This design comes from an exercise in tuning for small area, a short achievable clock period and few clock cycles per item on the open sky130 flow, not from production work.
Where RTL was checked, it was by simulation tests only, not by an equivalence proof against the original.
Power is estimated from default activity; no workload was simulated.

==> flow/design.v <==
module execute_divide(input wire              clk,
                      input wire              reset,
                      input wire              enable,
                      input wire 	      unsigned_div,
                      output wire             done,
                      input wire [32-1:0] in_a,
                      input wire [32-1:0] in_b,
                      output reg [32-1:0] out,
                      output reg              ov
                      );
   reg                                         st_idle;
   reg                                         st_neg;
   reg                                         st_prep;
   reg                                         st_iter;
   reg                                         st_zero;
   reg                                         st_done;
   reg [32:0]                                  R;      
   reg [31:0]                                  D;      
   reg [4:0]                                   lza;    
   reg [4:0]                                   lzb;    
   reg                                         b_neg;  
   reg                                         sub;    
   reg                                         negate;  
   reg                                         inv_q;   
   function [4:0] lzc(input [31:0] x);
      reg [31:0] y;
      reg [3:0]  q;
      reg [7:0]  nz;
      reg [15:0] l;
      reg        found;
      integer    g;
      begin
         y = x | 32'h1;
         for (g = 0; g < 8; g = g + 1) begin
            q = y[4*g +: 4];
            nz[g] = |q;
            l[2*g +: 2] = q[3] ? 2'd0 : q[2] ? 2'd1 : q[1] ? 2'd2 : 2'd3;
         end
         lzc = 5'd31;
         found = 0;
         for (g = 7; g >= 0; g = g - 1)
           if (!found && nz[g]) begin
              lzc = {3'd7 - g[2:0], l[2*g +: 2]};
              found = 1;
           end
      end
   endfunction
   function [32:0] add33(input [32:0] x, input [32:0] y, input c);
      reg [33:0] g, p, gn, pn, p0;
      integer    i, lvl, d;
      begin
         g = {x & y, c};
         p0 = {x ^ y, 1'b0};
         p = p0;
         for (lvl = 0; lvl < 6; lvl = lvl + 1) begin
            d = 1 << lvl;
            gn = g; pn = p;
            for (i = 0; i < 34; i = i + 1)
              if (i >= d) begin
                 gn[i] = g[i] | (p[i] & g[i-d]);
                 pn[i] = p[i] & p[i-d];
              end
            g = gn; p = pn;
         end
         add33 = p0[33:1] ^ g[32:0];
      end
   endfunction
   wire        a_neg = !unsigned_div && in_a[31];
   wire        b_negi = !unsigned_div && in_b[31];
   wire        b_zero = (in_b == 32'h0);
   wire        s_ovf = !unsigned_div && (in_a == 32'h80000000) &&
               (in_b == 32'hffffffff);
   wire [31:0] t_a = in_a ^ {!unsigned_div && in_a[31], in_a[31:1]};
   wire [31:0] t_b = in_b ^ {!unsigned_div && in_b[31], in_b[31:1]};
   wire [4:0]  lz_a = lzc(t_a);
   wire [4:0]  lz_b = lzc(t_b);
   reg  [31:0] a_clear;    
   integer     k;
   always @(*) begin
      a_clear[31] = !t_a[31];
      for (k = 30; k >= 0; k = k - 1)
        a_clear[k] = a_clear[k+1] && !t_a[k];
   end
   wire        a_short = |(t_b & a_clear) && !a_neg;
   wire [4:0]  lza_in = b_zero ? {3'b0, !unsigned_div && in_a[31],
                                  !unsigned_div && !in_a[31]} : lz_a;
   wire [32:0] dsub = {b_neg && !st_neg, D};
   wire [32:0] sum = add33(R, sub ? ~dsub : dsub, sub || st_neg);
   wire        ge = !sum[32];
   wire [4:0]  sg = lzb & ~lza;
   wire [4:0]  sp = lzb ^ ~lza;
   wire [4:0]  sc = {sg[3] | (sp[3] & sg[2]) | (sp[3] & sp[2] & sg[1]) |
                     (sp[3] & sp[2] & sp[1] & sg[0]) | (sp[3] & sp[2] & sp[1] & sp[0]),
                     sg[2] | (sp[2] & sg[1]) | (sp[2] & sp[1] & sg[0]) | (sp[2] & sp[1] & sp[0]),
                     sg[1] | (sp[1] & sg[0]) | (sp[1] & sp[0]),
                     sg[0] | sp[0],
                     1'b1};
   wire [4:0]  shamt = sp ^ sc;
   wire        f = 1'b0;
   wire [31:0] sh0 = shamt[0] ? {D[30:0], f} : D;
   wire [31:0] sh1 = shamt[1] ? {sh0[29:0], {2{f}}} : sh0;
   wire [31:0] sh2 = shamt[2] ? {sh1[27:0], {4{f}}} : sh1;
   wire [31:0] sh3 = shamt[3] ? {sh2[23:0], {8{f}}} : sh2;
   wire [31:0] sh4 = shamt[4] ? {sh3[15:0], {16{f}}} : sh3;
   wire        neg_short = {1'b0, lza} > {1'b0, lzb} + 6'd1;
   always @(posedge clk) begin
      st_idle 	<= reset || !enable;
      st_neg 	<= !reset && enable && st_idle && !a_short && a_neg;
      st_prep 	<= !reset && enable && ((st_idle && !a_short && !a_neg) || (st_neg && !neg_short));
      st_iter 	<= !reset && enable && ((st_prep && ge) || (st_iter && lza != 0));
      st_zero 	<= !reset && enable && st_prep && !ge && inv_q;
      st_done 	<= !reset && enable && ((st_idle && a_short) || (st_neg && neg_short) ||
                                        (st_prep && !ge && !inv_q) || st_zero ||
                                        (st_iter && lza == 0) || st_done);
   end
   always @(posedge clk) begin
      lza 	<= st_idle ? lza_in : st_prep ? shamt : lza - 1;
      lzb 	<= lz_b;
      D 	<= st_idle ? (a_neg ? 32'h0 : in_b) :
                   st_neg ? in_b :
                   st_prep ? sh4 :
                   {b_neg, D[31:1]};
      if (st_idle) begin
         R 	<= {1'b0, a_neg ? ~in_a : in_a};
         sub 	<= !a_neg && !b_negi;
      end else if (!st_prep || negate) begin
         R 	<= sum;
         sub 	<= sum[32] ^ !b_neg;
      end
      out 	<= (st_idle || st_neg || st_zero) ? 32'h0 :
                   st_prep ? {32{inv_q}} :
                   {out[30:0], ge ^ inv_q};
      if (st_idle) begin
         b_neg 	<= b_negi;
         negate <= a_neg ^ b_negi;
         inv_q 	<= (a_neg ^ b_negi) || s_ovf;
         ov 	<= b_zero || s_ovf;
      end
   end
   assign done = st_done;
endmodule  
==> flow/config.mk <==
export PLATFORM = sky130hd
export DESIGN_NAME = execute_divide
export DESIGN_NICKNAME = execute_divide
export VERILOG_FILES = /design/flow/design.v
export SDC_FILE = /design/flow/constraint.sdc
export NUM_CORES = 4
export LEC_CHECK = 0
export CAP_MARGIN = 5
export CORE_MARGIN = 2
export CORE_UTILIZATION = 55
export CTS_BUF_LIST = sky130_fd_sc_hd__clkbuf_8
export PLACE_DENSITY = 0.75
export SETUP_SLACK_MARGIN = 3.5
export SLEW_MARGIN = 5
==> flow/constraint.sdc <==
create_clock -name core_clock -period 7.0 [get_ports {clk}]
set_input_delay 1.4000 -clock core_clock [delete_from_list [all_inputs] [get_ports {clk}]]
set_output_delay 1.4000 -clock core_clock [all_outputs]
set_load 0.01 [all_outputs]
run.sh (not shown) runs the stock make flow with config.mk's settings and CLKGATE_MAP_FILE= SYNTH_SCRIPT=/design/flow/synth_recipe.tcl, a recipe that flattens the netlist after the stock synthesis.
Testbench counts at the start, summed over its fixed seeds: cycles 31,717, items 3,200.
==> next run, changes <==
--- a/flow/design.v
+++ b/flow/design.v
@@ -107,14 +107,14 @@
       st_idle 	<= reset || !enable;
       st_neg 	<= !reset && enable && st_idle && !a_short && a_neg;
       st_prep 	<= !reset && enable && ((st_idle && !a_short && !a_neg) || (st_neg && !neg_short));
-      st_iter 	<= !reset && enable && ((st_prep && ge) || (st_iter && lza != 0));
+      st_iter 	<= !reset && enable && ((st_prep && ge) || (st_iter && lza != lzb));
       st_zero 	<= !reset && enable && st_prep && !ge && inv_q;
       st_done 	<= !reset && enable && ((st_idle && a_short) || (st_neg && neg_short) ||
                                         (st_prep && !ge && !inv_q) || st_zero ||
-                                        (st_iter && lza == 0) || st_done);
+                                        (st_iter && lza == lzb) || st_done);
    end
    always @(posedge clk) begin
-      lza 	<= st_idle ? lza_in : st_prep ? shamt : lza - 1;
+      lza 	<= st_idle ? lza_in : st_neg ? lza - 1 : st_iter ? lza + 1 : lza;
       lzb 	<= lz_b;
       D 	<= st_idle ? (a_neg ? 32'h0 : in_b) :
                    st_neg ? in_b :
=> Design area is higher by 6.3%. Die area went up by 1.6%. Routed wire length is about the same. Utilization rises by 2.3 points. Synthesized cell count grows by about 1%. Total power climbs by about 9%. Via count increases by 2.0%. Combinational power rises by 10%. Clock-buffer cell count is unchanged. Global-route usage went down by 0.35 points. Sequential power decreases by about 0.6%. Maximum frequency drops by 2.3%. Cell count rose by about 2%. Area after synthesis went up by about 1.7%.
The RTL of the second run of this note was laid out without a check of its function.

[re-timing with driven ports]
The results above use ideal ports. As a check the final layouts listed here were re-extracted and re-timed, cells and wires unchanged. Step 1 (the two cells are an assumption about what drives the block):
set clk [get_ports {clk}]
set_driving_cell -lib_cell sky130_fd_sc_hd__clkbuf_16 $clk
set_driving_cell -lib_cell sky130_fd_sc_hd__buf_2 [delete_from_list [all_inputs] $clk]
Step 2, shift: input delay + t, output delay - t, t = (earliest + latest rising clock arrival at the registers) / 2. This alone moves slack from input paths to output paths. Three values: ideal, step 1, step 2; two values: the first two.
run	shift t [ns]	slack for setup (ns)	worst slew at a driven data input, ns
the first run	0.487	3.564 / 3.575 / 3.092	0.04
the second run	0.504	3.481 / 3.481 / 3.065	0.04
After both steps setup and hold are still met in every run listed. For the first run, which loses most, drivers alone change the setup slack by +0.011 ns; drivers and shift together by -0.472 ns.
